What follows belongs to an exercise in optimizing a design on an open flow for small area; a production flow would make more cautious choices. Only simulation tests tie the RTL to the original design; equivalence was not proved. Power and IR drop assume default switching activity.

<file path="flow/config.mk">
export PLATFORM = sky130hd
export DESIGN_NAME = Motor
export DESIGN_NICKNAME = Motor
export VERILOG_FILES = /design/flow/design.v
export SDC_FILE = /design/flow/constraint.sdc
export NUM_CORES = 4
export LEC_CHECK = 0
export CAP_MARGIN = 20
export CORE_MARGIN = 2
export CORE_UTILIZATION = 40
export SLEW_MARGIN = 20
</file>
<file path="flow/constraint.sdc">
create_clock -name core_clock -period 10.0 [get_ports {clk}]
set_input_delay 2.0000 -clock core_clock [delete_from_list [all_inputs] [get_ports {clk}]]
set_output_delay 2.0000 -clock core_clock [all_outputs]
set_load 0.01 [all_outputs]
</file>
<file path="flow/design.v">
`timescale 1ns / 1ps
module CurrentSensor(input clk1,
input rst,
input KS_Circuit_out,
input KS_Circuit_outer,
	input btn,
	input indusensor,
	input indie,
	input turner,
	input superturner,
	input indusoff,
   output IN_1,
	output IN_2,
	output IN_3,
	output IN_4,
	output reg rotation,
	output reg tune
	);
	reg  temp_IN1;
	reg  temp_IN2;
	reg  temp_IN3;
	reg  temp_IN4;
	reg  [15:0] x;
	reg  flag;
	reg  jaja;
	reg  [17:0] jeje;
	reg  flaga;
	reg  figi;
	reg  [9:0] counter;
	reg  [15:0] conte;
	localparam [15:0] X_0 = 16'h0001, X_50000 = 16'h7b11;
	localparam [17:0] J_0 = 18'h00001, J_1 = 18'h00002, J_250000 = 18'h16385;
	localparam [9:0]  C_0 = 10'h001, C_1000 = 10'h3ac;
	localparam [15:0] K_0 = 16'h0001, K_45000 = 16'h38c2;
	wire [15:0] x_inc     = {x[14:0], x[15]^x[14]^x[12]^x[3]};
	wire [17:0] jeje_inc  = {jeje[16:0], jeje[17]^jeje[10]};
	wire [9:0]  cnt_inc   = {counter[8:0], counter[9]^counter[6]};
	wire [15:0] conte_inc = {conte[14:0], conte[15]^conte[14]^conte[12]^conte[3]};
  assign IN_2=temp_IN2;
  assign IN_1=temp_IN1;
  assign IN_3=temp_IN3;
  assign IN_4=temp_IN4;
always @ (posedge clk1)
if (rst) begin
	x<=X_0;
	flag<=0;
	flaga<=0;
	jaja<=0;
	jeje<=J_0;
	figi<=0;
	temp_IN1<=0;
	temp_IN2<=0;
	temp_IN3<=0;
	temp_IN4<=1;
	conte<=K_0;
	rotation<=0;
	tune<=0;
	counter<=C_0;
end else begin
	if (!KS_Circuit_out && !KS_Circuit_outer)
		flag<=0;
	else if (conte==K_45000) begin
		flag<=1;
		conte<=K_0;
	end else begin
		flag<=0;
		conte<=conte_inc;
	end
	if (!indusensor && !indie)
		figi<=0;
	else if (counter==C_1000) begin
		counter<=C_0;
		figi<=!indusoff;
	end else begin
		figi<=0;
		counter<=cnt_inc;
	end
	if (figi) begin
		jaja<=1;
		jeje<=J_1;
	end else if (!jaja)
		jeje<=J_0;
	if (!jaja) begin
		if (flag) begin
			if (x!=X_50000) begin
				temp_IN1<=1;
				temp_IN2<=1;
				temp_IN4<=1;
				temp_IN3<=1;
				x<=x_inc;
				flag<=1;
			end
		end else begin
			x<=X_0;
			if (!turner) begin
				temp_IN1<=1;
				temp_IN2<=0;
				temp_IN4<=1;
				temp_IN3<=0;
				tune<=0;
			end else if (!superturner) begin
				temp_IN1<=0;
				temp_IN2<=1;
				temp_IN4<=1;
				temp_IN3<=0;
			end else begin
				temp_IN1<=1;
				temp_IN2<=0;
				temp_IN4<=0;
				temp_IN3<=1;
			end
		end
	end else begin
		if (jeje==J_1)
			flaga<=1;
		else if (jeje==J_250000)
			flaga<=0;
		if (flaga) begin
			temp_IN1<=1;
			temp_IN2<=1;
			temp_IN4<=1;
			temp_IN3<=1;
			jeje<=jeje_inc;
		end else begin
			flaga<=1;
			jeje<=J_1;
		end
	end
	if (btn) begin
		jaja<=0;
		jeje<=J_0;
		tune<=1;
		rotation<=1;
	end else
		rotation<=0;
end
endmodule
`timescale 1ns / 1ps
module Frequency_Counter(
	input clk4,
	input rst,
	input freq,
	input freq1,
	input ang_a,
	input [4:0] ang_j,
	input rotation,
	output LED1,
	output LED2,
	output LED3,
	output LED4,
	output LED5,
	output LED6,
	output LED7,
	output LED8,
	output RED,
	output BLUE,
	output GREEN,
	output PWMout_L,
	output PWMout_R,
	output reg holder,
	output reg lock_a,
	output reg [4:0] lock_j,
	output reg turner,
	output reg superturner,
	output reg indusoff
	);
	reg tempLED1, tempLED2, tempLED3, tempLED4;
	reg tempLED5, tempLED6, tempLED7, tempLED8;
	reg currentvalue;
	reg prevalue;
	reg [15:0] count;
	reg flag;
	reg [2:0] count9, count10, count11, count12;
	reg [2:0] count99, count100, count110, count120;
	reg currentvalue1;
	reg prevalue1;
	reg [15:0] count1;
	reg flag1;
	reg [3:0] count9k, count10k, count11k, count12k;
	reg [2:0] count99k, count100k, count110k, count120k;
	reg [3:0] ref_cnt;
	reg [16:0] refer;       
	localparam [16:0] RF_TOP = 17'h00001, RF_0 = 17'h1f979;
	wire [16:0] refer_dec = {refer[15:0], refer[16]^refer[13]};
	reg [1:0] wsel;
	reg tempPWM_L;
	reg tempPWM_R;
	reg [15:0] counter;
	reg flaga;
	reg [17:0] delay;       
	reg stopfreq;
	reg stopfreq1;
	reg [4:0] timer;
	reg speedo;
	reg [2:0] countRED;
	reg [2:0] countBLUE;
	reg [2:0] countGREEN;
	reg tempRED;
	reg tempBLUE;
	reg tempGREEN;
	reg [17:0] countLED;    
	localparam [17:0] CL_TOP = 18'h00001, CL_0 = 18'h16385;
	wire [17:0] countLED_dec = {countLED[16:0], countLED[17]^countLED[10]};
	reg [8:0] spot;
	assign LED1=tempLED1;
	assign LED2=tempLED2;
	assign LED3=tempLED3;
	assign LED4=tempLED4;
	assign LED5=tempLED5;
	assign LED6=tempLED6;
	assign LED7=tempLED7;
	assign LED8=tempLED8;
	assign PWMout_L=tempPWM_L;
	assign PWMout_R=tempPWM_R;
	assign RED=tempRED;
	assign GREEN=tempGREEN;
	assign BLUE=tempBLUE;
	localparam [4:0] T_0=0, T_11111=1, T_22222=2, T_33333=3, T_44444=4,
		T_55556=5, T_66667=6, T_77778=7, T_88889=8, T_90000=9, T_95000=10,
		T_100000=11, T_110000=12, T_120000=13, T_130000=14, T_140000=15,
		T_150000=16, T_160000=17, T_180000=18;
	reg [17:0] tval;
	always @* begin
		case (timer)
			T_11111:  tval = 18'd11111;
			T_22222:  tval = 18'd22222;
			T_33333:  tval = 18'd33333;
			T_44444:  tval = 18'd44444;
			T_55556:  tval = 18'd55556;
			T_66667:  tval = 18'd66667;
			T_77778:  tval = 18'd77778;
			T_88889:  tval = 18'd88889;
			T_90000:  tval = 18'd90000;
			T_95000:  tval = 18'd95000;
			T_100000: tval = 18'd100000;
			T_110000: tval = 18'd110000;
			T_120000: tval = 18'd120000;
			T_130000: tval = 18'd130000;
			T_140000: tval = 18'd140000;
			T_150000: tval = 18'd150000;
			T_160000: tval = 18'd160000;
			T_180000: tval = 18'd180000;
			default:  tval = 18'd0;
		endcase
	end
	wire run = delay < tval;
	reg [4:0] cls;
	always @* begin
		if (ang_a) begin
			if (ang_j>=5'd3 && ang_j<=5'd21) cls = ang_j - 5'd3;
			else cls = 5'd31;
		end else begin
			if (ang_j<=5'd3) cls = 5'd0;
			else if (ang_j==5'd13) cls = 5'd9;
			else if (ang_j==5'd22) cls = 5'd18;
			else cls = 5'd31;
		end
	end
	reg [4:0] t1, t0;
	always @* begin
		case (cls)
			5'd0:  begin t1=T_90000;  t0=T_100000; end
			5'd1:  begin t1=T_90000;  t0=T_88889;  end
			5'd2:  begin t1=T_90000;  t0=T_77778;  end
			5'd3:  begin t1=T_120000; t0=T_66667;  end
			5'd4:  begin t1=T_130000; t0=T_55556;  end
			5'd5:  begin t1=T_140000; t0=T_44444;  end
			5'd6:  begin t1=T_150000; t0=T_33333;  end
			5'd7:  begin t1=T_160000; t0=T_22222;  end
			5'd8:  begin t1=T_180000; t0=T_11111;  end
			5'd9:  begin t1=T_180000; t0=T_90000;  end
			5'd10: begin t1=T_140000; t0=T_11111;  end
			5'd11: begin t1=T_130000; t0=T_22222;  end
			5'd12: begin t1=T_120000; t0=T_33333;  end
			5'd13: begin t1=T_110000; t0=T_44444;  end
			5'd14: begin t1=T_100000; t0=T_55556;  end
			5'd15: begin t1=T_95000;  t0=T_66667;  end
			5'd16: begin t1=T_90000;  t0=T_77778;  end
			5'd17: begin t1=T_90000;  t0=T_88889;  end
			default: begin t1=T_90000; t0=T_100000; end
		endcase
	end
	wire twoway = (cls<=5'd2) || (cls>=5'd16 && cls<=5'd18);
	wire hit1 = run && (timer==t1);
	wire hit0 = run && (timer==t0);
	wire act = tempLED5 | tempLED6 | tempLED7 | tempLED8 | flaga;
	always @ (posedge clk4)
	if (rst) begin
		wsel<=0;
		tempPWM_L<=0;
		tempPWM_R<=0;
		tempLED1<=0;
		tempLED2<=0;
		tempLED3<=0;
		tempLED4<=0;
		tempLED5<=0;
		tempLED6<=0;
		tempLED7<=0;
		tempLED8<=0;
		currentvalue<=0;
		prevalue<=0;
		count<=0;
		flag<=1;
		flaga<=0;
		ref_cnt<=0;
		refer<=RF_0;
		count9<=0;
		count10<=0;
		count11<=0;
		count12<=0;
		count99<=0;
		count100<=0;
		count110<=0;
		count120<=0;
		currentvalue1<=0;
		prevalue1<=0;
		count1<=0;
		flag1<=1;
		count9k<=0;
		count10k<=0;
		count11k<=0;
		count12k<=0;
		count99k<=0;
		count100k<=0;
		count110k<=0;
		count120k<=0;
		delay<=0;
		counter<=0;
		stopfreq<=0;
		stopfreq1<=0;
		lock_a<=0;
		lock_j<=0;
		speedo<=0;
		timer<=T_0;
		countRED<=0;
		countBLUE<=0;
		countGREEN<=0;
		countLED<=CL_0;
		tempRED<=0;
		tempGREEN<=0;
		tempBLUE<=0;
		spot<=0;
		holder<=0;
		turner<=0;
		superturner<=0;
		indusoff<=0;
	end else begin
		currentvalue <= freq & ~stopfreq;
		if (freq1)
			currentvalue1 <= ~stopfreq1;
		else if (!freq)
			currentvalue1 <= 0;
		prevalue <= currentvalue;
		flag <= ~(prevalue & ~currentvalue);
		if (!flag) begin
			count <= 0;
			if (count>16'd5559) begin
				{tempLED1,tempLED2,tempLED3,tempLED4} <= 4'b0000;
			end else if (count>16'd5552) begin
				{tempLED1,tempLED2,tempLED3,tempLED4} <= 4'b1000;
				count9<=count9+1'b1;
			end else if (count>16'd5003) begin
				{tempLED1,tempLED2,tempLED3,tempLED4} <= 4'b0000;
			end else if (count>16'd4998) begin
				{tempLED1,tempLED2,tempLED3,tempLED4} <= 4'b1100;
				count10<=count10+1'b1;
			end else if (count>16'd4548) begin
				{tempLED1,tempLED2,tempLED3,tempLED4} <= 4'b0000;
			end else if (count>16'd4543) begin
				{tempLED1,tempLED2,tempLED3,tempLED4} <= 4'b1110;
				count11<=count11+1'b1;
			end else if (count>16'd4168) begin
				{tempLED1,tempLED2,tempLED3,tempLED4} <= 4'b0000;
			end else if (count>16'd3845) begin
				{tempLED1,tempLED2,tempLED3,tempLED4} <= 4'b1111;
				count12<=count12+1'b1;
			end else begin
				{tempLED1,tempLED2,tempLED3,tempLED4} <= 4'b0000;
			end
		end else
			count <= count+1'b1;
		if (count9==3'd4) begin
			count99<=count99+1'b1;
			count9<=0;
			ref_cnt<=ref_cnt+1'b1;
		end else if (count10==3'd4) begin
			count100<=count100+1'b1;
			count10<=0;
			ref_cnt<=ref_cnt+1'b1;
		end else if (count11==3'd4) begin
			count110<=count110+1'b1;
			count11<=0;
			ref_cnt<=ref_cnt+1'b1;
		end else if (count12==3'd4) begin
			count120<=count120+1'b1;
			count12<=0;
			ref_cnt<=ref_cnt+1'b1;
		end
		if (ref_cnt==4'd5) begin
			refer<=RF_TOP;
			ref_cnt<=0;
		end
		if (refer!=RF_0) begin
			refer<=refer_dec;
			if ((count99>count100)&&(count99>count110)&&(count99>count120)) begin
				tempLED5<=1;
				speedo<=0;
				countBLUE<=countBLUE+1'b1;
				spot<=spot+1'b1;
			end else if ((count100>count99)&&(count100>count110)&&(count100>count120)) begin
				tempLED6<=1;
				speedo<=0;
				countRED<=countRED+1'b1;
				spot<=spot+1'b1;
			end else if ((count110>count99)&&(count110>count100)&&(count110>count120)) begin
				tempLED7<=1;
				speedo<=0;
				countGREEN<=countGREEN+1'b1;
				spot<=spot+1'b1;
			end else if ((count120>count99)&&(count120>count110)&&(count120>count100)) begin
				tempLED8<=1;
				speedo<=0;
			end else if ((count99k>count100k)&&(count99k>count110k)&&(count99k>count120k)) begin
				speedo<=1;
				tempLED5<=1;
			end else if ((count100k>count99k)&&(count100k>count110k)&&(count100k>count120k)) begin
				tempLED6<=1;
				speedo<=1;
			end else if ((count110k>count99k)&&(count110k>count100k)&&(count110k>count120k)) begin
				tempLED7<=1;
				speedo<=1;
			end else if ((count120k>count99k)&&(count120k>count110k)&&(count120k>count100k)) begin
				tempLED8<=1;
				speedo<=1;
			end
		end else begin
			count99<=0;
			count100<=0;
			count110<=0;
			count120<=0;
			count99k<=0;
			count100k<=0;
			count110k<=0;
			count120k<=0;
			tempLED5<=0;
			tempLED6<=0;
			tempLED7<=0;
			tempLED8<=0;
		end
		prevalue1 <= currentvalue1;
		flag1 <= ~(prevalue1 & ~currentvalue1);
		if (!currentvalue1 && !prevalue1)
			count1 <= 0;
		if (!flag1) begin
			if (count1>16'd5559) begin
				{tempLED1,tempLED2,tempLED3,tempLED4} <= 4'b0000;
				count <= 0;
			end else if (count1>16'd5552) begin
				{tempLED1,tempLED2,tempLED3,tempLED4} <= 4'b1000;
				count1<=0;
				count9k<=count9k+1'b1;
			end else if (count1>16'd5003) begin
				{tempLED1,tempLED2,tempLED3,tempLED4} <= 4'b0000;
				count1<=0;
			end else if (count1>16'd4998) begin
				{tempLED1,tempLED2,tempLED3,tempLED4} <= 4'b1100;
				count1<=0;
				count10k<=count10k+1'b1;
			end else if (count1>16'd4548) begin
				{tempLED1,tempLED2,tempLED3,tempLED4} <= 4'b0000;
				count1<=0;
			end else if (count1>16'd4543) begin
				{tempLED1,tempLED2,tempLED3,tempLED4} <= 4'b1110;
				count1<=0;
				count11k<=count11k+1'b1;
			end else if (count1>16'd4168) begin
				{tempLED1,tempLED2,tempLED3,tempLED4} <= 4'b0000;
				count1<=0;
			end else if (count1>16'd3845) begin
				{tempLED1,tempLED2,tempLED3,tempLED4} <= 4'b1111;
				count1<=0;
				count12k<=count12k+1'b1;
			end else begin
				{tempLED1,tempLED2,tempLED3,tempLED4} <= 4'b0000;
				count1<=0;
			end
		end else
			count1 <= count1+1'b1;
		if (count9k==4'd10) begin
			count99k<=count99k+1'b1;
			count9k<=0;
			ref_cnt<=ref_cnt+1'b1;
		end else if (count10k==4'd10) begin
			count100k<=count100k+1'b1;
			count10k<=0;
			ref_cnt<=ref_cnt+1'b1;
		end else if (count11k==4'd10) begin
			count110k<=count110k+1'b1;
			count11k<=0;
			ref_cnt<=ref_cnt+1'b1;
		end else if (count12k==4'd10) begin
			count120k<=count120k+1'b1;
			count12k<=0;
			ref_cnt<=ref_cnt+1'b1;
		end
		if (rotation) begin
			tempLED5<=1;
			speedo<=1;
			delay<=0;
		end
		flaga<=act;
		holder<=act;
		stopfreq<=act;
		stopfreq1<=act;
		counter<=counter+1'b1;
		case (wsel)
			2'd1: begin tempPWM_L <= counter<16'd50000; tempPWM_R <= counter<16'd63000; end
			2'd2: begin tempPWM_L <= counter<16'd63000; tempPWM_R <= counter<16'd50000; end
			2'd3: begin tempPWM_L <= counter<16'd36000; tempPWM_R <= counter<16'd36000; end
			default: begin tempPWM_L <= 0; tempPWM_R <= 0; end
		endcase
		if (flaga) begin
			if (cls!=5'd31) begin
				timer <= speedo ? t1 : t0;
				if (!run) begin
					delay<=0;
					flaga<=0;
					stopfreq<=0;
					stopfreq1<=0;
					turner<=0;
					superturner<=0;
					if (cls==5'd9) begin
						holder<=0;
						indusoff<=0;
					end else begin
						holder<=1;
						lock_a<=1;
						lock_j<=5'd12;
					end
				end else if (!twoway && cls!=5'd9) begin
					delay<=delay+1'b1;
					flaga<=1;
					holder<=1;
					stopfreq<=1;
					stopfreq1<=1;
					lock_a<=ang_a;
					lock_j<=ang_j;
					turner<=1;
					if (cls<=5'd8) begin
						wsel<=2'd2;
						superturner<=1;
					end else begin
						wsel<=2'd1;
						superturner<=0;
					end
				end else if (hit1 || hit0) begin
					delay<=delay+1'b1;
					flaga<=1;
					holder<=1;
					stopfreq1<=1;
					lock_a<=ang_a;
					lock_j<=ang_j;
					stopfreq<=1;
					case (cls)
						5'd9: if (hit1) begin
							wsel<=2'd1; turner<=1; superturner<=1; indusoff<=1;
						end else begin
							wsel<=2'd3; turner<=0; superturner<=0; stopfreq<=0;
						end
						5'd16: if (hit1) begin
							wsel<=2'd2; turner<=1; superturner<=1;
						end else begin
							wsel<=2'd1; turner<=1; superturner<=0;
						end
						5'd17: if (hit1) begin
							wsel<=2'd2; turner<=1; superturner<=0;
						end else begin
							wsel<=2'd1; turner<=1; superturner<=1;
						end
						5'd18: if (hit1) begin
							wsel<=2'd2;
						end else begin
							wsel<=2'd1; turner<=1; superturner<=0;
						end
						default: if (hit1) begin    
							wsel<=2'd1; turner<=1; superturner<=0;
						end else begin
							wsel<=2'd2; turner<=1; superturner<=1;
						end
					endcase
				end
			end
		end else begin
			holder<=0;
			wsel<=0;
			turner<=0;
			superturner<=0;
		end
		if (spot==9'd100)
			countLED<=CL_TOP;
		if (countLED!=CL_0) begin
			countLED<=countLED_dec;
			if ((countRED>countGREEN)&&(countRED>countBLUE)) begin
				tempRED<=1;
				tempGREEN<=0;
				tempBLUE<=0;
			end else if ((countBLUE>countRED)&&(countBLUE>countGREEN)) begin
				tempRED<=0;
				tempGREEN<=0;
				tempBLUE<=1;
			end else if ((countGREEN>countRED)&&(countGREEN>countBLUE)) begin
				tempRED<=0;
				tempGREEN<=1;
				tempBLUE<=0;
			end
		end else if (count==0) begin
			tempRED<=0;
			tempGREEN<=0;
			tempBLUE<=0;
			countRED<=0;
			countGREEN<=0;
			countBLUE<=0;
			spot<=0;
		end
	end
endmodule
`timescale 1ns / 1ps
module Servo_Motor_PWM(
input clk3,
input rst,
input holder,
input tune,
input lock_a,
input [4:0] lock_j,
output PWM_servo,
output reg ang_a,
output reg [4:0] ang_j
	 );
	reg [7:0] cnt_m;    
	reg [12:0] cnt_r;   
	reg r_lo;
	reg PWM;
	reg [14:0] val;     
	localparam [12:0] R_0 = 13'h0001, R_406 = 13'h0bb3, R_5665 = 13'h0eec, R_5777 = 13'h128d;
	localparam [14:0] V_0 = 15'h0001, V_30000 = 15'h2fd5;
	wire [12:0] r_inc = {cnt_r[11:0], cnt_r[12]^cnt_r[3]^cnt_r[2]^cnt_r[0]};
	wire [14:0] v_inc = {val[13:0], val[14]^val[13]};
	reg flag;
	assign PWM_servo = PWM;
	always @ (posedge clk3)
	if (rst) begin
		ang_a<=1;
		ang_j<=5'd3;
		val<=V_0;
		flag<=1;
		cnt_m<=0;
		cnt_r<=R_0;
		r_lo<=1;
		PWM<=0;
	end else begin
		if (cnt_m==8'd173 && cnt_r==R_406) begin
			cnt_m<=0;
			cnt_r<=R_0;
			r_lo<=1;
		end else if (cnt_r==R_5777) begin
			cnt_m<=cnt_m+1'b1;
			cnt_r<=R_0;
			r_lo<=1;
		end else begin
			cnt_r<=r_inc;
			if (cnt_r==R_5665)
				r_lo<=0;
		end
		if (ang_a ? (ang_j==5'd21) : (ang_j==5'd22))
			flag<=0;
		else if (ang_a ? (ang_j==5'd3) : (ang_j<=5'd3))
			flag<=1;
		if (holder || tune || val==V_30000)
			val<=V_0;
		else
			val<=v_inc;
		if (tune) begin
			ang_a<=1;
			ang_j<=5'd12;
		end else if (holder) begin
			ang_a<=lock_a;
			ang_j<=lock_j;
		end else if (val==V_30000) begin
			if (flag)
				ang_j<=ang_j+1'b1;
			else begin
				ang_a<=1;
				ang_j<=5'd3;
			end
		end
		PWM <= (cnt_m < {3'b000, ang_j}) ||
		       (ang_a && cnt_m == {3'b000, ang_j} && r_lo);
	end
endmodule
`timescale 1ns / 1ps
module Motor(
	input clk,
	input rst,
	input KS_Circuit_out1,
	input KS_Circuit_out2,
	input btn3,
	input freq1,
	input freq,
	input indus,
	input indie,
	output PWM_out_L,
	output PWM_out_R,
	output GREEN,
	output RED,
	output BLUE,
	output IN1,
	output IN2,
	output IN3,
	output IN4,
	output servo,
	output LD1,
	output LD2,
	output LD3,
	output LD4,
	output LD5,
	output LD6,
	output LD7,
	output LD8
	);
wire ang_a;
wire [4:0] ang_j;
wire hold;
wire lock_a;
wire [4:0] lock_j;
wire turner;
wire superturner;
wire rotation;
wire indusoff;
wire tune;
CurrentSensor inst(.clk1(clk), .rst(rst), .KS_Circuit_out(KS_Circuit_out1), .KS_Circuit_outer(KS_Circuit_out2), .btn(btn3), .indusensor(indus), .indie(indie), .turner(turner), .superturner(superturner), .indusoff(indusoff), .IN_1(IN1), .IN_2(IN2), .IN_3(IN3), .IN_4(IN4), .rotation(rotation), .tune(tune));
Servo_Motor_PWM inst2(.clk3(clk), .rst(rst), .holder(hold), .tune(tune), .lock_a(lock_a), .lock_j(lock_j), .PWM_servo(servo), .ang_a(ang_a), .ang_j(ang_j));
Frequency_Counter inst3(.clk4(clk), .rst(rst), .freq(freq), .freq1(freq1), .ang_a(ang_a), .ang_j(ang_j), .rotation(rotation), .LED1(LD1), .LED2(LD2), .LED3(LD3), .LED4(LD4), .LED5(LD5), .LED6(LD6), .LED7(LD7), .LED8(LD8), .RED(RED), .BLUE(BLUE), .GREEN(GREEN), .PWMout_L(PWM_out_L), .PWMout_R(PWM_out_R), .holder(hold), .lock_a(lock_a), .lock_j(lock_j), .turner(turner), .superturner(superturner), .indusoff(indusoff));
endmodule
</file>
<file path="flow/flow/run.sh">
#!/bin/bash
set -euo pipefail
bash standard.sh "CTS_ARGS=-sink_clustering_enable -repair_clock_nets -dont_use_dummy_load -buf_list sky130_fd_sc_hd__clkbuf_16 -sink_clustering_size 30 -sink_clustering_max_diameter 80" finish > make_finish.log 2>&1
</file>
<file path="flow/standard.sh">
#!/bin/bash
# synth_recipe.tcl (not shown) runs the flow's synth.tcl, then flattens the netlist and writes it again
# the make line also repeats each setting of config.mk as NAME=value (left out here)
make -C /OpenROAD-flow-scripts/flow DESIGN_CONFIG=/design/flow/config.mk WORK_HOME=/design/flow/orfs CLKGATE_MAP_FILE= SYNTH_SCRIPT=/design/flow/synth_recipe.tcl "${@:-finish}"
</file>
==> impl_results.rst, run 1 <==
.. list-table::
   :header-rows: 1

   * - Metric
     - Value
   * - Antenna-violating nets left
     - 0
   * - Share of synthesized area occupied by flip-flops and latches
     - 38.6%
   * - GP Congestion
     - 0.882
   * - Post-synthesis instance area
     - 18000 um2
   * - Highest Clock Rate
     - around 0.19 GHz
   * - Initial Utilization
     - about two fifths
   * - Count of buffers inserted at the top-level ports
     - 26
   * - Transition time of the tightest slew-check pin
     - 1.09 ns
   * - IO Count
     - 27
   * - Synth Register Bits
     - 347
   * - CP Capture Type
     - flip-flop
   * - Vias in the first global route
     - approximately 14000
   * - Drt pass-1 iters
     - 5
   * - Critical path type
     - flip-flop to flip-flop
   * - Worst min-delay path category
     - flip-flop to flip-flop
   * - Worst vdd ir
     - about 0.092 mV
   * - R2R cell count
     - 15
   * - Syn. warnings
     - 3
   * - Total Nets Final
     - 2257
   * - Max capacitance violation total
     - 0
   * - Worst hold path startpoint
     - inst3.prevalue$_SDFF_PP0_
   * - Dominant cell type by area after synthesis
     - dfxtp_1
   * - Area contributors post-synth
     - dfxtp_1, ha_1, nor2_1, nand2_1, a21oi_1
   * - Startpoint Class
     - flip-flop
   * - Inserted Diodes
     - 0
   * - Die footprint
     - 46700 um2
   * - CTS root buf
     - clkbuf_16
   * - Top cell type's share of synthesized area
     - 38.6%
   * - Floorplan die height
     - 216 um
   * - Share of layout cells above drive strength 1
     - under 10%
   * - Final setup vio count
     - 0
   * - CTS Hold Bufs
     - 0
   * - Number of post-CTS setup repair buffers
     - 0
   * - Setup repair after global routing missed its margin
     - false
   * - Mean number of vias per cell
     - ~5.5
   * - Final routed wire length divided by cell count
     - 15.4 um
   * - DP HPWL
     - ~30000 um
   * - Worst-case hold path end point
     - inst3.flag$_SDFF_PP1_
   * - Remaining max-slew budget at the tightest pin
     - roughly 27%
   * - Worst clock skew on the final layout
     - 0.0336 ns
   * - Biggest cell delay along the critical path
     - 0.57 ns
   * - Worst Path Arrival
     - 5.74 ns
   * - Clock slew seen by the registers of the worst setup and hold paths
     - about 0.080 ns
   * - Slew Viols, Final
     - 0
   * - Die width
     - between 200 and 250 um
   * - Required time of the worst setup path
     - 10.41 ns
   * - Power density of the placed cells
     - 146 nW/um2
   * - H-tree level count
     - 1
   * - Number of gates resized after cts
     - 0
   * - Vias after detailed routing
     - 14900
   * - Fraction of synthesis flops using an asynchronous set or reset pin
     - 0%
   * - Result of the run
     - no timing/DRC/antenna violations
   * - Hold Slack
     - 0.376 ns
   * - Leakage power figure
     - 7.15 nW
   * - Count of final hold-check violations
     - 0
   * - Initial antenna violation count
     - 0
   * - All-Layer GR Usage
     - 17.8%
   * - Library cells used by synthesis
     - 94
   * - Part of the cycle the worst path needs
     - 53.3%
   * - Cells along the critical path
     - inv_1, ha_1, nor2b_1, a21oi_1, o2111a_1, nor2_1, inv_1, ha_1, and4_4, or4_1, a222oi_1, nand3_1, o211ai_2, nand2_1, o221a_2
   * - Crit Path Max Fanout
     - 18
   * - Total Wirelength
     - 41800 um
   * - Clk sink count
     - 347
   * - Synthesis-to-finish area growth
     - 6.68%
   * - Reg2reg setup slack
     - around 4.7 ns
   * - Maximum root-to-sink buffer count
     - 3
   * - Skew-Pair Late Insertion Delay
     - roughly 0.54 ns
   * - Terminus of the critical flop-to-flop path
     - inst3.lock_j[3]$_SDFFE_PP0P_
   * - Num rows
     - 77
   * - Slowest-stage cell, CP
     - dfxtp_1
   * - Commonest register cell after synthesis
     - dfxtp_1
   * - Final period demand of the worst path
     - roughly 5.3 ns
   * - Core area
     - 44300 um2
   * - Maximum number of pins on one net before global-route repair
     - 84
   * - Average instance area after synthesis
     - 8.30 um2
   * - Net Count, Synth
     - 2304
   * - Reg-to-reg critical path startpoint
     - inst2.ang_j[1]$_SDFFE_PP1P_
   * - Detailed router's first-iteration violation count
     - around 1200
   * - DRC violation count after routing
     - 0
   * - Number of enable-type register cells in the synthesized netlist
     - 0
   * - CTS tree
     - yes
   * - Number of cells on the worst hold path
     - 1
   * - Setup Total Neg Slack
     - 0 ns
   * - Cells after Synth
     - 2167
   * - First-pass GRT wire length
     - between 70000 and 80000 um
   * - Leftover overflow at the end of global routing
     - 0
   * - CTS buffer count
     - 22
kinds of logic after synthesis:
kind of cell               after synthesis  share of synthesized area [%]
and+or+nand+nor                        895                           24.9
muxes                                   27                           1.55
buffers and inverters                  216                           4.67
adders and majority gates              128                           8.90
AOI/OAI and AO/OA                      462                           16.9
DFF                                    347                           38.6
xor gates and xnor gates                92                           4.48
metal layers:
layer | share of wire [%] | routed length [um] | track usage (%)
met5 | 0 | 0 | 0
met1 | 49 | 20400 | 25.0
met3 | 3.9 | 1620 | 1.84
met2 | 45 | 18800 | 29.1
met4 | 2.2 | 904 | 4.77
sequential cells by signal (all words and copies together), names as in the netlist, 16 cells and up:
| signal | count |
|---|---|
| inst3.refer | 17 |
| inst3.delay | 18 |
| inst3.count1 | 16 |
| inst3.count | 16 |
| inst3.countLED | 18 |
| inst3.tval | 18 |
| inst.conte | 16 |
| inst.x | 16 |
| inst3.counter | 16 |
| inst.jeje | 18 |
report_power, final:
group / internal [mW] / total, mW / leakage, nW / switching, mW
Clock: 0.391 / 0.842 / 0.271 / 0.451
Sequential: 1.44 / 1.48 / 2.82 / 0.0456
Combinational: 0.171 / 0.481 / 4.06 / 0.310
Total: 2.00 / 2.81 / 7.15 / 0.807
final cells by class:
cell class	instances	area, um2
sequential	347	6950
multi-input combinational	1604	10200
fill	4441	25100
clock buffer	22	551
tap	592	741
inverter	110	413
timing repair buffer	35	329
synthesized netlist by cell type (23+ instances only):
cell,instances
nand2_1,219
nor3_1,61
or2_2,24
nand3_1,77
clkbuf_1,86
o211ai_1,28
nand2b_1,23
a21oi_1,120
nor4_1,25
and3_1,43
inv_1,108
xnor2_1,46
nand4_1,32
xor2_1,46
nor2_1,228
nor2b_1,31
and2_1,35
o21ai_0,105
dfxtp_1,347
ha_1,128
a21o_1,28
layout by cell type, fill, tap and decap left out, types with 24 or more instances in the layout:
cell type	count
dfxtp_1	346
nor2_1	227
nand2_1	219
ha_1	128
a21oi_1	120
inv_1	108
o21ai_0	105
nand3_1	77
nor3_1	60
xnor2_1	46
xor2_1	46
and3_1	43
and2_1	35
nand4_1	32
nor2b_1	31
o211ai_1	28
a21o_1	28
nor4_1	25
clkdlybuf4s50_1	25
or2_2	24
stage by stage:
| stage | util, % | instances | area, um2 | setup WS, ns | total power, mW |
|---|---|---|---|---|---|
| finish | 43.3 | 2710 | 19200 | 4.67 | 2.81 |
| global route | 43.3 | 2710 | 19200 | 4.26 | 2.95 |
| CTS | 43.3 | 2710 | 19200 | 4.73 | 2.84 |
| detailed placement | 42.1 | 2688 | 18600 | 4.80 | 1.99 |
| global placement | 42.1 | 2688 | 18600 | 4.93 | 1.98 |
| floorplan | - | 2167 | 18000 | 5.91 | 1.86 |
worst max path at each step:
stage,endpoint,startpoint,slack [ns],cells past startpoint
3_5_place_dp,inst3.lock_a$_SDFFE_PP0P_,inst2.ang_j[1]$_SDFFE_PP1P_,4.80,15
2_1_floorplan,inst3.delay[16]$_SDFF_PP0_,inst2.ang_j[1]$_SDFFE_PP1P_,5.91,17
3_3_place_gp,inst3.lock_j[2]$_SDFFE_PP0P_,inst2.ang_j[1]$_SDFFE_PP1P_,4.93,15
6_report,inst3.lock_j[3]$_SDFFE_PP0P_,inst2.ang_j[1]$_SDFFE_PP1P_,4.67,15
5_1_grt,inst3.lock_j[3]$_SDFFE_PP0P_,inst2.ang_j[1]$_SDFFE_PP1P_,4.26,15
4_1_cts,inst3.lock_a$_SDFFE_PP0P_,inst2.ang_j[1]$_SDFFE_PP1P_,4.73,15
critical path: cells and delay by family (launching register included):
kind	cells	cell delay, ns
flops	1	0.57
simple gates	6	1.93
compound gates	5	1.73
fa+ha+maj	2	0.60
buf+inv	2	0.38
==> inputs of run 2 (changes only) <==
==> flow/run.sh (new file) <==
#!/bin/bash
# synth_recipe.tcl (not shown) runs the flow's synth.tcl, then flattens the netlist and writes it again
# the make line also repeats each setting of config.mk as NAME=value (left out here)
make -C /OpenROAD-flow-scripts/flow DESIGN_CONFIG=/design/flow/config.mk WORK_HOME=/design/flow/orfs CLKGATE_MAP_FILE= SYNTH_SCRIPT=/design/flow/synth_recipe.tcl finish
--- a/flow/config.mk
+++ b/flow/config.mk
@@ -8,4 +8,5 @@
 export CAP_MARGIN = 20
 export CORE_MARGIN = 2
 export CORE_UTILIZATION = 40
+export CTS_BUF_LIST = sky130_fd_sc_hd__clkbuf_4
 export SLEW_MARGIN = 20
removed: flow/flow/run.sh
removed: flow/standard.sh
==> run 2 against run 1 <==
- clock power is 46% higher
- fmax fell by 0.90%
- wire length rose by 3.2%
- global-route usage increased by 0.79 points
- clock skew rose by 0.035 ns
- critical endpoint unchanged
- highest routed layer unchanged
==> impl_results.rst, run 2 <==
.. list-table::
   :header-rows: 1

   * - Metric
     - Value
   * - Net switching power of the design
     - 962 uW
   * - Antenna-violating nets left
     - 0
   * - Synthesis-to-finish area growth
     - 10.1%
   * - Transition time of the tightest slew-check pin
     - between 1 and 1.5 ns
   * - All-Layer GR Usage
     - 18.6%
   * - Net Count, Synth
     - 2304
   * - Reg2reg setup slack
     - 4.62 ns
   * - Worst clock skew on the final layout
     - approximately 0.07 ns
   * - GP Congestion
     - between 0.8 and 0.9
   * - Maximum number of pins on one net before global-route repair
     - 84
   * - CTS root buf
     - clkbuf_4
   * - Leftover overflow at the end of global routing
     - 0
   * - Final routed wire length divided by cell count
     - 15.1 um
   * - Worst path setup slack after routing
     - 4.62 ns
   * - Worst min-delay path category
     - flip-flop to flip-flop
   * - Vias after detailed routing
     - 15500
   * - Floorplan die height
     - roughly 220 um
   * - Logic gate share of total power
     - 15.0%
   * - Number of post-CTS setup repair buffers
     - 0
   * - Maximum root-to-sink buffer count
     - 3
   * - Mean number of vias per cell
     - 5.42
   * - Power density of the placed cells
     - 161 nW/um2
   * - Part of the cycle the worst path needs
     - 53.8%
   * - Required time of the worst setup path
     - 10.70 ns
   * - Final setup vio count
     - 0
   * - Number of enable-type register cells in the synthesized netlist
     - 0
   * - Top cell type's share of synthesized area
     - between 30% and 40%
   * - Slew Viols, Final
     - 0
   * - CP Capture Type
     - flip-flop
   * - Count of buffers inserted at the top-level ports
     - 26
   * - Number of gates resized after cts
     - 0
   * - Worst setup timing slack at the placement stage
     - between 4 and 5 ns
   * - Vias in the first global route
     - 15100
   * - Average instance area after synthesis
     - 8.30 um2
   * - Dominant cell type by area after synthesis
     - dfxtp_1
   * - Crit Path Max Fanout
     - 18
   * - H-tree level count
     - 3
   * - Reg-to-reg critical path startpoint
     - inst2.ang_j[1]$_SDFFE_PP1P_
   * - Leakage power figure
     - around 7.6 nW
   * - Remaining max-slew budget at the tightest pin
     - 29.1%
   * - CTS buffer count
     - 94
   * - IO Count
     - 27
   * - Die footprint
     - 46700 um2
   * - Die width
     - 216 um
   * - Result of the run
     - no timing/DRC/antenna violations
   * - Highest Clock Rate
     - 0.186 GHz
   * - Total Wirelength
     - 43100 um
   * - DRC violation count after routing
     - 0
   * - Skew-Pair Late Insertion Delay
     - 0.82 ns
   * - Fill cells
     - 4458
   * - CTS Hold Bufs
     - 0
   * - Cells after Synth
     - approximately 2200
   * - Commonest register cell after synthesis
     - dfxtp_1
   * - Launching element of the worst setup path
     - inst2.ang_j[1]$_SDFFE_PP1P_
   * - Core area
     - between 40000 and 50000 um2
   * - CTS tree
     - yes
   * - Library cells used by synthesis
     - 94
   * - Worst Path Arrival
     - 6.08 ns
   * - Fraction of synthesis flops using an asynchronous set or reset pin
     - 0%
   * - Initial Utilization
     - between 40% and 50%
   * - Num rows
     - 77
   * - Most frequent cells in the layout
     - dfxtp_1, nor2_1, nand2_1
   * - First-pass GRT wire length
     - roughly 73000 um
   * - Hold Slack
     - 0.379 ns
   * - Worst vdd ir
     - 0.0673 mV
   * - Internal Power
     - 2.24 mW
   * - Drt pass-1 iters
     - 6
   * - Total Nets Final
     - 2329
   * - Setup repair after global routing missed its margin
     - false
   * - Setup Total Neg Slack
     - 0 ns
   * - DP HPWL
     - 29800 um
   * - Clock slew seen by the registers of the worst setup and hold paths
     - roughly 0.060 ns
   * - Area contributors post-synth
     - dfxtp_1, ha_1, nor2_1, nand2_1, a21oi_1
   * - Clk sink count
     - 347
   * - R2R cell count
     - 15
   * - Power share of the sequential group
     - 46.4%
   * - Top cells by count, synth
     - dfxtp_1, nor2_1, nand2_1
   * - Startpoint Class
     - flip-flop
   * - Share of layout cells above drive strength 1
     - under 10%
   * - Initial antenna violation count
     - 1
   * - Syn. warnings
     - 3
   * - Count of final hold-check violations
     - 0
   * - Critical path type
     - flip-flop to flip-flop
   * - Most instantiated library cell after synthesis
     - dfxtp_1
   * - Share of synthesized area occupied by flip-flops and latches
     - 38.6%
   * - Final period demand of the worst path
     - around 5.4 ns
   * - Post-synthesis instance area
     - around 18000 um2
   * - Most common cell after layout, fill and taps aside
     - dfxtp_1
   * - End point of the critical path
     - inst3.lock_j[3]$_SDFFE_PP0P_
   * - Terminus of the critical flop-to-flop path
     - inst3.lock_j[3]$_SDFFE_PP0P_
   * - Switching Fraction
     - a little under a third
   * - Detailed router's first-iteration violation count
     - between 1000 and 1500
   * - Power share of the clock group
     - 38.6%
   * - Max capacitance violation total
     - 0
   * - Synth Register Bits
     - 347
-- run 2: cell counts after synthesis --
No cell type changed its count.
-- run 2: area by class of cell --
cell class	instances	area, um2	share of cell area [%]
Antenna cell	1	2.50	0.0126
Clock buffer	129	968	4.89
Clock inverter	39	196	0.991
Inverter	110	413	2.08
Multi-Input combinational cell	1604	10200	51.6
Sequential cell	347	6950	35.1
Tap cell	592	741	3.74
Timing Repair Buffer	35	329	1.66
-- run 2: cells by family (layout without fill, tap and decap cells) --
| family | count (synthesis) | count (layout) | share of synthesized area, % |
|---|---|---|---|
| buffers and inverters | 216 | 313 | 4.67 |
| DFF | 347 | 347 | 38.6 |
| AOI/OAI and AO/OA | 462 | 462 | 16.9 |
| adders and majority gates | 128 | 128 | 8.90 |
| muxes | 27 | 27 | 1.55 |
| and+or+nand+nor | 895 | 895 | 24.9 |
| xor gates and xnor gates | 92 | 92 | 4.48 |
| other | 0 | 1 | 0 |
-- run 2: per-stage QoR --
step	utilization [%]	instances	cell area, um2	total power [mW]
2_1_floorplan	-	2167	18000	1.86
3_3_place_gp	42.1	2688	18600	1.98
3_5_place_dp	42.1	2688	18600	1.99
4_1_cts	44.7	2856	19800	3.25
5_1_grt	44.7	2857	19800	3.39
6_report	44.7	2857	19800	3.20
-- run 2: per-layer routing --
layer,vias to the layer above,track usage (%),share of wire (%)
met4,0,7.28,2.2
met1,7272,24.8,48
li1,7794,-,-
met5,-,0,0
met2,340,29.9,45
met3,79,3.31,4.6
-- run 2: power groups by stage --
stage	Sequential, mW	Clock [mW]	Combinational [mW]
after floorplan	1.49	0	0.368
after detailed placement	1.51	0	0.473
after global routing	1.49	1.37	0.532
after CTS	1.48	1.29	0.476
after global placement	1.51	0	0.470
final	1.48	1.23	0.481
-- run 2: worst min path at each step --
stage | start | endpoint | slack, ns | cells after the start
2_1_floorplan | inst3.prevalue$_SDFF_PP0_ | inst3.flag$_SDFF_PP1_ | 0.34 | 1
3_3_place_gp | inst3.prevalue$_SDFF_PP0_ | inst3.flag$_SDFF_PP1_ | 0.35 | 1
3_5_place_dp | inst3.prevalue$_SDFF_PP0_ | inst3.flag$_SDFF_PP1_ | 0.36 | 1
4_1_cts | inst3.prevalue$_SDFF_PP0_ | inst3.flag$_SDFF_PP1_ | 0.38 | 1
5_1_grt | inst3.prevalue$_SDFF_PP0_ | inst3.flag$_SDFF_PP1_ | 0.39 | 1
6_report | inst3.prevalue$_SDFF_PP0_ | inst3.flag$_SDFF_PP1_ | 0.38 | 1
-- run 2: critical path: stages, from the launching register on --
cell and delay [ns]:
dfxtp_1 0.59, inv_1 0.16, ha_1 0.26, nor2b_1 0.28
a21oi_1 0.17, o2111a_1 0.30, nor2_1 0.42, inv_1 0.22
ha_1 0.34, and4_4 0.19, or4_1 0.39, a222oi_1 0.55
nand3_1 0.30, o211ai_2 0.37, nand2_1 0.36, o221a_2 0.36
==> inputs of run 3 (changes only) <==
==> flow/flow/run.sh (new file) <==
#!/bin/bash
set -euo pipefail
bash standard.sh "CTS_ARGS=-sink_clustering_enable -repair_clock_nets -dont_use_dummy_load -buf_list {sky130_fd_sc_hd__clkbuf_4 sky130_fd_sc_hd__clkbuf_8} -sink_clustering_size 20 -sink_clustering_max_diameter 60" finish > make_finish.log 2>&1
==> flow/standard.sh (new file) <==
#!/bin/bash
# synth_recipe.tcl (not shown) runs the flow's synth.tcl, then flattens the netlist and writes it again
# the make line also repeats each setting of config.mk as NAME=value (left out here)
make -C /OpenROAD-flow-scripts/flow DESIGN_CONFIG=/design/flow/config.mk WORK_HOME=/design/flow/orfs CLKGATE_MAP_FILE= SYNTH_SCRIPT=/design/flow/synth_recipe.tcl "${@:-finish}"
--- a/flow/config.mk
+++ b/flow/config.mk
@@ -8,5 +8,4 @@
 export CAP_MARGIN = 20
 export CORE_MARGIN = 2
 export CORE_UTILIZATION = 40
-export CTS_BUF_LIST = sky130_fd_sc_hd__clkbuf_4
 export SLEW_MARGIN = 20
removed: flow/run.sh
==> run 3 against run 2 <==
- largest cell class unchanged
- wire length decreased by 2.3%
- register-to-register slack improved by 0.06 ns
- non-clock buffer count unchanged
- sequential share of layout area increased by 1.4 points
- fmax increased by 1.1%
- total power decreased by 16%
- utilization decreased by 1.7 points
- hold slack improved by 0.012 ns
- critical endpoint is now inst3.lock_j[2]$_SDFFE_PP0P_
- die area unchanged
==> impl_results.rst, run 3 <==
.. list-table::
   :header-rows: 1

   * - Metric
     - Value
   * - Setup repair after global routing missed its margin
     - false
   * - Drt pass-1 iters
     - 5
   * - GP Congestion
     - 0.882
   * - Startpoint Class
     - flip-flop
   * - Mean number of vias per cell
     - about 5.5
   * - Biggest cell delay along the critical path
     - 0.58 ns
   * - First-pass GRT wire length
     - 71200 um
   * - Vias after detailed routing
     - between 15000 and 20000
   * - Maximum root-to-sink buffer count
     - 3
   * - Count of final hold-check violations
     - 0
   * - Most frequent cells in the layout
     - dfxtp_1, nor2_1, nand2_1
   * - Die width
     - around 220 um
   * - Total Wirelength
     - 42100 um
   * - Antenna-violating nets left
     - 0
   * - Initial antenna violation count
     - 0
   * - Worst min-delay path category
     - flip-flop to flip-flop
   * - Top cells by count, synth
     - dfxtp_1, nor2_1, nand2_1
   * - Power density of the placed cells
     - roughly 140 nW/um2
   * - Worst setup timing slack at the placement stage
     - between 4 and 5 ns
   * - All-Layer GR Usage
     - 17.9%
   * - H-tree level count
     - 1
   * - Library cells used by synthesis
     - 94
   * - Worst path top cell family by delay
     - simple AND/OR/NAND/NOR gates
   * - Number of gates resized after cts
     - 0
   * - Leftover overflow at the end of global routing
     - 0
   * - Cells along the critical path
     - inv_1, ha_1, nor2b_1, a21oi_1, o2111a_1, nor2_1, inv_1, ha_1, and4_4, or4_1, a222oi_1, nand3_1, o211ai_2, nand2_1, o221a_2
   * - Crit Path Max Fanout
     - 18
   * - Met2 wirelength from detailed routing
     - roughly 19000 um
   * - Worst path setup slack after routing
     - 4.68 ns
   * - Commonest register cell after synthesis
     - dfxtp_1
   * - Detailed router's first-iteration violation count
     - 1137
   * - Maximum number of pins on one net before global-route repair
     - 84
   * - Remaining max-slew budget at the tightest pin
     - about 28%
   * - Syn. warnings
     - 3
   * - Buffers and inverters on the worst path
     - 2
   * - Max capacitance violation total
     - 0
   * - Uppermost metal layer occupied by signal nets
     - met4
   * - Clk sink count
     - 347
   * - Initial Utilization
     - 40.6%
   * - Setup Total Neg Slack
     - 0 ns
   * - Critical path type
     - flip-flop to flip-flop
   * - Total Nets Final
     - around 2300
   * - CTS buffer count
     - 30
   * - Post-route cell area
     - about 19000 um2
   * - Final routed wire length divided by cell count
     - 15.5 um
   * - IO Count
     - 27
   * - Average instance area after synthesis
     - slightly above 8 um2
   * - Final period demand of the worst path
     - 5.32 ns
   * - Area contributors post-synth
     - dfxtp_1, ha_1, nor2_1, nand2_1, a21oi_1
   * - Number of enable-type register cells in the synthesized netlist
     - 0
   * - CTS tree
     - yes
   * - CTS Hold Bufs
     - 0
   * - Wire length on met1
     - 20600 um
   * - Final setup vio count
     - 0
   * - Result of the run
     - no timing/DRC/antenna violations
   * - Core area
     - 44300 um2
   * - Part of the cycle the worst path needs
     - a little over half
   * - Synth Register Bits
     - 347
   * - Most common cell after layout, fill and taps aside
     - dfxtp_1
   * - Share of layout cells above drive strength 1
     - under 10%
   * - Vias in the first global route
     - 14400
   * - Net Count, Synth
     - between 2000 and 2500
   * - Fill cells
     - between 4000 and 5000
   * - DRC violation count after routing
     - 0
   * - Met3 wire length
     - 1700 um
   * - CTS root buf
     - clkbuf_8
   * - DP HPWL
     - 29800 um
   * - Die footprint
     - 46700 um2
   * - Highest Clock Rate
     - 0.188 GHz
   * - Floorplan die height
     - 216 um
   * - Synthesis-to-finish area growth
     - 5.92%
   * - Post-synthesis instance area
     - 18000 um2
   * - Leakage power figure
     - about 7 nW
   * - Number of post-CTS setup repair buffers
     - 0
   * - Transition time of the tightest slew-check pin
     - 1.08 ns
   * - Required time of the worst setup path
     - roughly 11 ns
   * - Share of synthesized area occupied by flip-flops and latches
     - 38.6%
   * - Top cell type's share of synthesized area
     - 38.6%
   * - Slowest-stage cell, CP
     - dfxtp_1
   * - Worst Path Arrival
     - 5.87 ns
   * - Post-Place Cells
     - 2688
   * - Fin cells
     - 2718
   * - Inserted Diodes
     - 0
   * - Skew-Pair Late Insertion Delay
     - 0.64 ns
   * - Num rows
     - 77
   * - Most instantiated library cell after synthesis
     - dfxtp_1
   * - Count of buffers inserted at the top-level ports
     - 26
   * - Worst clock skew on the final layout
     - about 0.077 ns
   * - Slew Viols, Final
     - 0
   * - CP Capture Type
     - flip-flop
   * - Placed cell area
     - 18600 um2
   * - Fraction of synthesis flops using an asynchronous set or reset pin
     - 0%
   * - Worst vdd ir
     - roughly 0.08 mV
   * - Cells after Synth
     - ~2200
   * - Clock slew seen by the registers of the worst setup and hold paths
     - 0.12 ns
   * - Dominant cell type by area after synthesis
     - dfxtp_1
## run 3: changes by cell type in the layout (fill, tap and decap cells not counted), moves of 2 or more
| cell | change |
|---|---|
| clkinv_2 | -7 |
| inv_6 | -2 |
| clkbuf_4 | -129 |
| clkbuf_8 | +30 |
| clkinv_1 | -25 |
| inv_2 | -3 |
## run 3: area by class of cell
class	count	area, um2	area share (%)
Multi-Input combinational cell	1604	10200	53.6
Sequential cell	347	6950	36.5
Tap cell	592	741	3.89
Clock buffer	30	413	2.17
Inverter	110	413	2.17
Timing Repair Buffer	35	329	1.73
## run 3: final timing paths
kind | startpoint | endpoint | slack [ns] | depth (start not counted)
setup / recovery | inst2.ang_j[1]$_SDFFE_PP1P_ | inst3.lock_j[2]$_SDFFE_PP0P_ | 4.68 | 15
hold / removal | inst3.stopfreq$_SDFF_PP0_ | inst3.currentvalue$_SDFF_PP0_ | 0.39 | 1
setup reg to reg | inst2.ang_j[1]$_SDFFE_PP1P_ | inst3.lock_j[2]$_SDFFE_PP0P_ | 4.68 | 15
hold reg to reg | inst3.stopfreq$_SDFF_PP0_ | inst3.currentvalue$_SDFF_PP0_ | 0.39 | 1
## run 3: report_power, final
part	leakage, nW	switching [mW]	total (mW)	internal [mW]
Sequential	2.82	0.0457	1.48	1.44
Clock	0.216	0.446	0.712	0.266
Combinational	4.06	0.311	0.482	0.171
## run 3: cell families after synthesis
group                      synth area share [%]
AOI/OAI and AO/OA                          16.9
adders and majority gates                  8.90
muxes                                      1.55
DFF                                        38.6
and+or+nand+nor                            24.9
buffers and inverters                      4.67
xor gates and xnor gates                   4.48
## run 3: stage by stage
stage / hold WS (ns) / power [mW] / utilization [%]
floorplan: 0.343 / 1.86 / -
global placement: 0.354 / 1.98 / 42.1
detailed placement: 0.357 / 1.99 / 42.1
CTS: 0.396 / 2.71 / 43.0
global route: 0.416 / 2.83 / 43.0
finish: 0.391 / 2.68 / 43.0
## run 3: routing by layer
metal	vias up	global-route usage (%)
met3	55	2.16
met5	-	0
met2	277	29.3
met1	7132	24.8
li1	7560	-
met4	0	5.02
==> inputs of run 4 (changes only) <==
==> flow/flow/run.sh (replaced) <==
#!/bin/bash
set -euo pipefail
bash standard.sh "CTS_ARGS=-sink_clustering_enable -repair_clock_nets -dont_use_dummy_load -buf_list sky130_fd_sc_hd__clkbuf_8 -sink_clustering_size 16 -sink_clustering_max_diameter 50" finish > make_finish.log 2>&1
==> run 4 against run 3 <==
- sequential power hardly changed
- first-iteration DRC count is 3.4% lower
- non-clock buffer count stayed put
- critical endpoint is now inst3.lock_j[3]$_SDFFE_PP0P_
- setup slack worse by 0.0032 ns
- clock power is 19% higher
- utilization is 0.34 points higher
==> impl_results.rst, run 4 <==
.. list-table::
   :header-rows: 1

   * - Metric
     - Value
   * - Net Count, Synth
     - 2304
   * - Synth Register Bits
     - 347
   * - Num rows
     - 77
   * - Part of the cycle the worst path needs
     - 53.3%
   * - Worst hold path startpoint
     - inst3.prevalue$_SDFF_PP0_
   * - Logic gate share of total power
     - around 17%
   * - Count of buffers inserted at the top-level ports
     - 26
   * - Worst vdd ir
     - 0.0768 mV
   * - CTS root buf
     - clkbuf_8
   * - End point of the critical path
     - inst3.lock_j[3]$_SDFFE_PP0P_
   * - Highest Clock Rate
     - between 0.15 and 0.2 GHz
   * - Initial Utilization
     - 40.6%
   * - Leftover overflow at the end of global routing
     - 0
   * - GP Congestion
     - 0.882
   * - Clock slew seen by the registers of the worst setup and hold paths
     - ~0.09 ns
   * - Top cells by count, synth
     - dfxtp_1, nor2_1, nand2_1
   * - Total Wirelength
     - between 40000 and 50000 um
   * - Setup repair after global routing missed its margin
     - false
   * - Inserted Diodes
     - 0
   * - Setup Total Neg Slack
     - 0 ns
   * - Critical path type
     - flip-flop to flip-flop
   * - Core area
     - 44300 um2
   * - Maximum number of pins on one net before global-route repair
     - 84
   * - Skew-Pair Late Insertion Delay
     - 0.62 ns
   * - Fin cells
     - about 2700
   * - CTS Hold Bufs
     - 0
   * - Biggest cell delay along the critical path
     - ~0.57 ns
   * - Leakage power figure
     - 7.18 nW
   * - Vias in the first global route
     - 14500
   * - H-tree level count
     - 2
   * - Cells along the critical path
     - inv_1, ha_1, nor2b_1, a21oi_1, o2111a_1, nor2_1, inv_1, ha_1, and4_4, or4_1, a222oi_1, nand3_1, o211ai_2, nand2_1, o221a_2
   * - Worst clock skew on the final layout
     - 0.0607 ns
   * - Switching Fraction
     - 29.8%
   * - Crit Path Max Fanout
     - 18
   * - Most instantiated library cell after synthesis
     - dfxtp_1
   * - Die footprint
     - 46700 um2
   * - DRC violation count after routing
     - 0
   * - Share of synthesized area occupied by flip-flops and latches
     - between 30% and 40%
   * - Power share of the sequential group
     - between 50% and 60%
   * - FF+latch area
     - about 6900 um2
   * - Mean number of vias per cell
     - about 5.5
   * - Result of the run
     - no timing/DRC/antenna violations
   * - First-pass GRT wire length
     - approximately 70000 um
   * - Internal Power
     - 1.97 mW
   * - Syn. warnings
     - 3
   * - Top cell type's share of synthesized area
     - 38.6%
   * - CTS tree
     - yes
   * - Post-route cell area
     - 19200 um2
   * - Share of layout cells above drive strength 1
     - 4.96%
   * - Initial antenna violation count
     - 0
   * - Number of enable-type register cells in the synthesized netlist
     - 0
   * - All-Layer GR Usage
     - between 10% and 20%
   * - Clk sink count
     - 347
   * - Final period demand of the worst path
     - 5.33 ns
   * - Count of final hold-check violations
     - 0
   * - Stages on worst setup path
     - 15
   * - Final routed wire length divided by cell count
     - approximately 16 um
   * - Remaining max-slew budget at the tightest pin
     - roughly 28%
   * - Commonest register cell after synthesis
     - dfxtp_1
   * - Max capacitance violation total
     - 0
   * - Worst Path Arrival
     - 5.81 ns
   * - Most common cell after layout, fill and taps aside
     - dfxtp_1
   * - Worst setup timing slack at the placement stage
     - roughly 4.8 ns
   * - Fill cells
     - 4447
   * - R2R cell count
     - 15
   * - Placed cell area
     - 18600 um2
   * - Slew Viols, Final
     - 0
   * - Cells after Synth
     - about 2200
   * - Dominant cell type by area after synthesis
     - dfxtp_1
   * - Net switching power of the design
     - 837 uW
   * - Antenna-violating nets left
     - 0
   * - Worst path setup slack after routing
     - 4.67 ns
   * - IO Count
     - 27
   * - Area contributors post-synth
     - dfxtp_1, ha_1, nor2_1, nand2_1, a21oi_1
   * - Most frequent cells in the layout
     - dfxtp_1, nor2_1, nand2_1
   * - Power density of the placed cells
     - 146 nW/um2
   * - Reg-to-reg critical path startpoint
     - inst2.ang_j[1]$_SDFFE_PP1P_
   * - Maximum root-to-sink buffer count
     - 3
   * - Floorplan die height
     - 216 um
   * - Number of post-CTS setup repair buffers
     - 0
   * - Worst path top cell family by delay
     - simple AND/OR/NAND/NOR gates
   * - Synthesis-to-finish area growth
     - 6.76%
   * - Launching element of the worst setup path
     - inst2.ang_j[1]$_SDFFE_PP1P_
   * - Number of gates resized after cts
     - 0
   * - Slowest-stage cell, CP
     - dfxtp_1
   * - Vias after detailed routing
     - between 15000 and 20000
   * - CTS buffer count
     - around 40
   * - DP HPWL
     - 29800 um
   * - Buffers and inverters on the worst path
     - 2
   * - Post-Place Cells
     - 2688
   * - Library cells used by synthesis
     - 94
   * - Terminus of the critical flop-to-flop path
     - inst3.lock_j[3]$_SDFFE_PP0P_
   * - CP Capture Type
     - flip-flop
   * - Final setup vio count
     - 0
   * - Required time of the worst setup path
     - between 10 and 15 ns
   * - Average instance area after synthesis
     - 8.30 um2
   * - Die width
     - approximately 220 um
   * - Multi-input gate area in the final layout
     - 10200 um2
   * - Startpoint Class
     - flip-flop
   * - Fraction of synthesis flops using an asynchronous set or reset pin
     - 0%
   * - Reg2reg setup slack
     - 4.67 ns
   * - Total Nets Final
     - 2276
   * - Power share of the clock group
     - between 30% and 40%
   * - Drt pass-1 iters
     - 6
   * - Transition time of the tightest slew-check pin
     - 1.08 ns
   * - Post-synthesis instance area
     - ~18000 um2
   * - Detailed router's first-iteration violation count
     - 1098
   * - Worst min-delay path category
     - flip-flop to flip-flop
==> run 4: cell counts after synthesis <==
No cell type changed its count.
==> run 4: metal layers <==
metal / share of wire [%] / vias to the layer above / global-route usage (%)
met2: 45 / 301 / 29.3
met3: 4.7 / 79 / 3.31
met5: 0 / - / 0
met4: 2.5 / 0 / 5.46
li1: - / 7583 / -
met1: 48 / 7126 / 24.9
==> run 4: worst min path at each step <==
stage / end / slack (ns) / depth (start not counted)
3_5_place_dp: inst3.flag$_SDFF_PP1_ / 0.36 / 1
3_3_place_gp: inst3.flag$_SDFF_PP1_ / 0.35 / 1
5_1_grt: inst3.flag$_SDFF_PP1_ / 0.37 / 1
2_1_floorplan: inst3.flag$_SDFF_PP1_ / 0.34 / 1
6_report: inst3.flag$_SDFF_PP1_ / 0.36 / 1
4_1_cts: inst3.flag$_SDFF_PP1_ / 0.36 / 1
==> run 4: final cells by class <==
class | instances | share of cell area (%)
inverters | 110 | 2.15
flip-flops and latches | 347 | 36.2
well taps | 592 | 3.86
repair buffers | 35 | 1.71
multi-input cells | 1604 | 53.2
clock buffers | 41 | 2.94
==> run 4: logic make-up after synthesis <==
family	after synthesis	synth area share [%]
AND/OR/NAND/NOR	895	24.9
adder cells (fa/ha/maj)	128	8.90
multiplexers	27	1.55
XOR/XNOR	92	4.48
flip-flops	347	38.6
buffers and inverters	216	4.67
AO/OA/AOI/OAI	462	16.9
==> run 4: worst reg2reg max path, cell delays in order (launching register included) <==
cell and delay, ns:
dfxtp_1 0.57, inv_1 0.16, ha_1 0.26, nor2b_1 0.28, a21oi_1 0.17, o2111a_1 0.30, nor2_1 0.41, inv_1 0.22
ha_1 0.34, and4_4 0.19, or4_1 0.39, a222oi_1 0.51, nand3_1 0.29, o211ai_2 0.37, nand2_1 0.37, o221a_2 0.36
==> run 4: stage by stage <==
step / total power, mW / hold WS [ns] / utilization [%]
after CTS: 2.84 / 0.361 / 43.3
after detailed placement: 1.99 / 0.357 / 42.1
after global placement: 1.98 / 0.354 / 42.1
after floorplan: 1.86 / 0.343 / -
after global routing: 2.96 / 0.375 / 43.4
final: 2.81 / 0.362 / 43.4
==> run 4: power by group through the flow <==
stage | clock (mW) | combinational (mW) | sequential, mW
finish | 0.844 | 0.482 | 1.48
CTS | 0.883 | 0.476 | 1.48
global route | 0.934 | 0.533 | 1.49
floorplan | 0 | 0.368 | 1.49
detailed placement | 0 | 0.473 | 1.51
global placement | 0 | 0.470 | 1.51
==> inputs of run 5 (changes only) <==
==> flow/flow/run.sh (replaced) <==
#!/bin/bash
# The standard layout (standard.sh: standard synthesis, floorplan, place,
# CTS, route, finish), with only the clock tree synthesis arguments changed:
# clkbuf_8 buffers, sink clusters of at most 20 flip-flops within 60 um, and
# no dummy loads. make's full output goes to make_finish.log; ORFS keeps each
# step's own log under orfs/logs/.
set -euo pipefail
bash standard.sh "CTS_ARGS=-sink_clustering_enable -repair_clock_nets -dont_use_dummy_load -buf_list sky130_fd_sc_hd__clkbuf_8 -sink_clustering_size 20 -sink_clustering_max_diameter 60" finish > make_finish.log 2>&1
--- a/flow/config.mk
+++ b/flow/config.mk
@@ -7,5 +7,6 @@
 export LEC_CHECK = 0
 export CAP_MARGIN = 20
 export CORE_MARGIN = 2
-export CORE_UTILIZATION = 40
+export CORE_UTILIZATION = 65
+export PLACE_DENSITY = 0.75
 export SLEW_MARGIN = 20
==> run 5 against run 4 <==
- clock-buffer cell count down 12
- die area shrank 38%
- combinational power shrank 1%
- first-iteration DRC count fell by 15%
- sequential power is essentially flat
- final area fell by 2.3%
- synthesized area unchanged
- setup slack better by 0.037 ns
==> impl_results.rst, run 5 <==
.. list-table::
   :header-rows: 1

   * - Metric
     - Value
   * - Leftover overflow at the end of global routing
     - 0
   * - All-Layer GR Usage
     - 26.9%
   * - Detailed router's first-iteration violation count
     - approximately 930
   * - Power share of the clock group
     - 25.8%
   * - Number of post-CTS setup repair buffers
     - 0
   * - Result of the run
     - no timing/DRC/antenna violations
   * - Most common cell after layout, fill and taps aside
     - dfxtp_1
   * - Core area
     - roughly 27000 um2
   * - Startpoint Class
     - flip-flop
   * - GP Congestion
     - around 0.9
   * - Vias in the first global route
     - 13900
   * - IO Count
     - 27
   * - Dominant cell type by area after synthesis
     - dfxtp_1
   * - Leakage power figure
     - 7.09 nW
   * - Setup repair after global routing missed its margin
     - false
   * - Initial antenna violation count
     - 0
   * - Part of the cycle the worst path needs
     - between 50% and 60%
   * - Max capacitance violation total
     - 0
   * - Terminus of the critical flop-to-flop path
     - inst3.lock_a$_SDFFE_PP0P_
   * - Drt pass-1 iters
     - 7
   * - First-pass GRT wire length
     - 66000 um
   * - Worst path top cell family by delay
     - simple AND/OR/NAND/NOR gates
   * - Crit Path Max Fanout
     - 18
   * - Inserted Diodes
     - 0
   * - Maximum root-to-sink buffer count
     - 3
   * - Number of cells on the worst hold path
     - 1
   * - Skew-Pair Late Insertion Delay
     - 0.62 ns
   * - Net switching power of the design
     - 775 uW
   * - Logic gate share of total power
     - 18.0%
   * - Initial Utilization
     - 66.4%
   * - Worst clock skew on the final layout
     - 0.0714 ns
   * - Biggest cell delay along the critical path
     - 0.57 ns
   * - Num rows
     - 60
   * - CTS buffer count
     - 29
   * - Maximum number of pins on one net before global-route repair
     - 114
   * - Remaining max-slew budget at the tightest pin
     - ~29%
   * - Syn. warnings
     - 3
   * - Worst vdd ir
     - 0.106 mV
   * - Total Wirelength
     - a little under 40000 um
   * - CP Capture Type
     - flip-flop
   * - Total Nets Final
     - 2264
   * - CTS tree
     - yes
   * - Highest Clock Rate
     - 0.189 GHz
   * - Final period demand of the worst path
     - 5.29 ns
   * - Power share of the sequential group
     - 56.2%
   * - Fin cells
     - 2497
   * - Share of synthesized area occupied by flip-flops and latches
     - 38.6%
   * - Commonest register cell after synthesis
     - dfxtp_1
   * - Die width
     - 170 um
   * - Critical path type
     - flip-flop to flip-flop
   * - Synth Register Bits
     - 347
   * - Switching Fraction
     - between 20% and 30%
   * - Vias after detailed routing
     - 14900
   * - Buffers and inverters on the worst path
     - 2
   * - Cells after Synth
     - 2167
   * - Clock slew seen by the registers of the worst setup and hold paths
     - 0.10 ns
   * - Library cells used by synthesis
     - 94
   * - Number of enable-type register cells in the synthesized netlist
     - 0
   * - Reg2reg setup slack
     - 4.71 ns
   * - CTS Hold Bufs
     - 0
   * - Net Count, Synth
     - between 2000 and 2500
   * - Worst hold path startpoint
     - inst3.prevalue$_SDFF_PP0_
   * - Post-synthesis instance area
     - approximately 18000 um2
   * - Antenna-violating nets left
     - 0
   * - Number of gates resized after cts
     - 0
   * - R2R cell count
     - 15
   * - Die footprint
     - around 29000 um2
   * - Cells along the critical path
     - inv_1, ha_1, nor2b_1, a21oi_1, o2111a_1, nor2_1, inv_1, ha_1, and4_4, or4_1, a222oi_1, nand3_1, o211ai_2, nand2_1, o221a_2
   * - Share of layout cells above drive strength 1
     - 4.38%
   * - Required time of the worst setup path
     - 10.46 ns
   * - Average instance area after synthesis
     - 8.30 um2
## run 5: cell counts after synthesis
No cell type changed its count.
## run 5: worst max path at each step
stage / cells after the start / to / slack (ns) / startpoint
finish: 15 / inst3.lock_a$_SDFFE_PP0P_ / 4.71 / inst2.ang_j[1]$_SDFFE_PP1P_
global placement: 15 / inst3.lock_j[3]$_SDFFE_PP0P_ / 5.03 / inst2.ang_j[1]$_SDFFE_PP1P_
CTS: 15 / inst3.lock_a$_SDFFE_PP0P_ / 4.87 / inst2.ang_j[1]$_SDFFE_PP1P_
global route: 15 / inst3.lock_a$_SDFFE_PP0P_ / 4.35 / inst2.ang_j[1]$_SDFFE_PP1P_
floorplan: 17 / inst3.delay[16]$_SDFF_PP0_ / 5.91 / inst2.ang_j[1]$_SDFFE_PP1P_
detailed placement: 15 / inst3.lock_j[2]$_SDFFE_PP0P_ / 4.91 / inst2.ang_j[1]$_SDFFE_PP1P_
## run 5: area by class of cell
cell class | instances | area (um2)
clock buffer | 29 | 399
inverter | 110 | 413
sequential | 347 | 6950
multi-input combinational | 1604 | 10200
timing repair buffer | 35 | 329
fill | 2287 | 8330
tap | 372 | 465
## run 5: stage by stage
| step | total power, mW | cell area [um2] | util (%) | hold slack (ns) | worst slack (ns) |
|---|---|---|---|---|---|
| 2_1_floorplan | 1.86 | 18000 | - | 0.343 | 5.91 |
| 3_3_place_gp | 1.97 | 18400 | 67.8 | 0.350 | 5.03 |
| 3_5_place_dp | 1.98 | 18400 | 67.8 | 0.352 | 4.91 |
| 4_1_cts | 2.65 | 18800 | 69.2 | 0.376 | 4.87 |
| 5_1_grt | 2.77 | 18800 | 69.3 | 0.394 | 4.35 |
| 6_report | 2.64 | 18800 | 69.3 | 0.374 | 4.71 |
## run 5: power groups by stage
stage | sequential [mW] | clock [mW] | combinational (mW)
after floorplan | 1.49 | 0 | 0.368
after global placement | 1.51 | 0 | 0.460
after detailed placement | 1.51 | 0 | 0.464
after CTS | 1.48 | 0.703 | 0.468
after global routing | 1.49 | 0.757 | 0.527
final | 1.48 | 0.681 | 0.476
## run 5: logic make-up after synthesis
logic type	Yosys count	synth area share, %
fa+ha+maj	128	8.90
simple gates	895	24.9
xor+xnor	92	4.48
mux	27	1.55
buf+inv	216	4.67
flops	347	38.6
compound gates	462	16.9
## run 5: routing by layer
metal	wire length (um)	track usage, %	vias to the layer above
li1	-	-	7573
met1	18100	35.9	6958
met2	18100	45.5	322
met3	1800	3.65	84
met4	976	7.73	0
met5	0	0	-

[port drivers added, routing unchanged]
Ports are ideal in the flow. The routed layouts listed here were re-timed in OpenROAD. Step 1 (the two cells are an assumption about what drives the block):
set clk [get_ports {clk}]
set_driving_cell -lib_cell sky130_fd_sc_hd__clkbuf_16 $clk
set_driving_cell -lib_cell sky130_fd_sc_hd__buf_2 [delete_from_list [all_inputs] $clk]
Step 2 times the ports against the registers' clock, not the clock port: input delays grow and output delays shrink by t, the midpoint of the rising clock arrivals with the driver on. a / b / c = ideal ports / drivers / drivers and shift; a / b = the first two.
| run | t, ns | setup slack, ns | latest minus earliest clock arrival (ns) | worst slew at a driven data input, ns |
|---|---|---|---|---|
| run 1 | 0.587 | 4.668 / 4.668 / 4.668 | 0.035 / 0.035 | 0.04 |
| run 2 | 0.836 | 4.619 / 4.619 / 4.619 | 0.081 / 0.081 | 0.04 |
| run 3 | 0.660 | 4.678 / 4.678 / 4.678 | 0.079 / 0.078 | 0.04 |
| run 4 | 0.650 | 4.675 / 4.675 / 4.675 | 0.074 / 0.074 | 0.04 |
| run 5 | 0.633 | 4.712 / 4.712 / 4.712 | 0.075 / 0.075 | 0.04 |
After both steps every run listed still meets setup and hold.
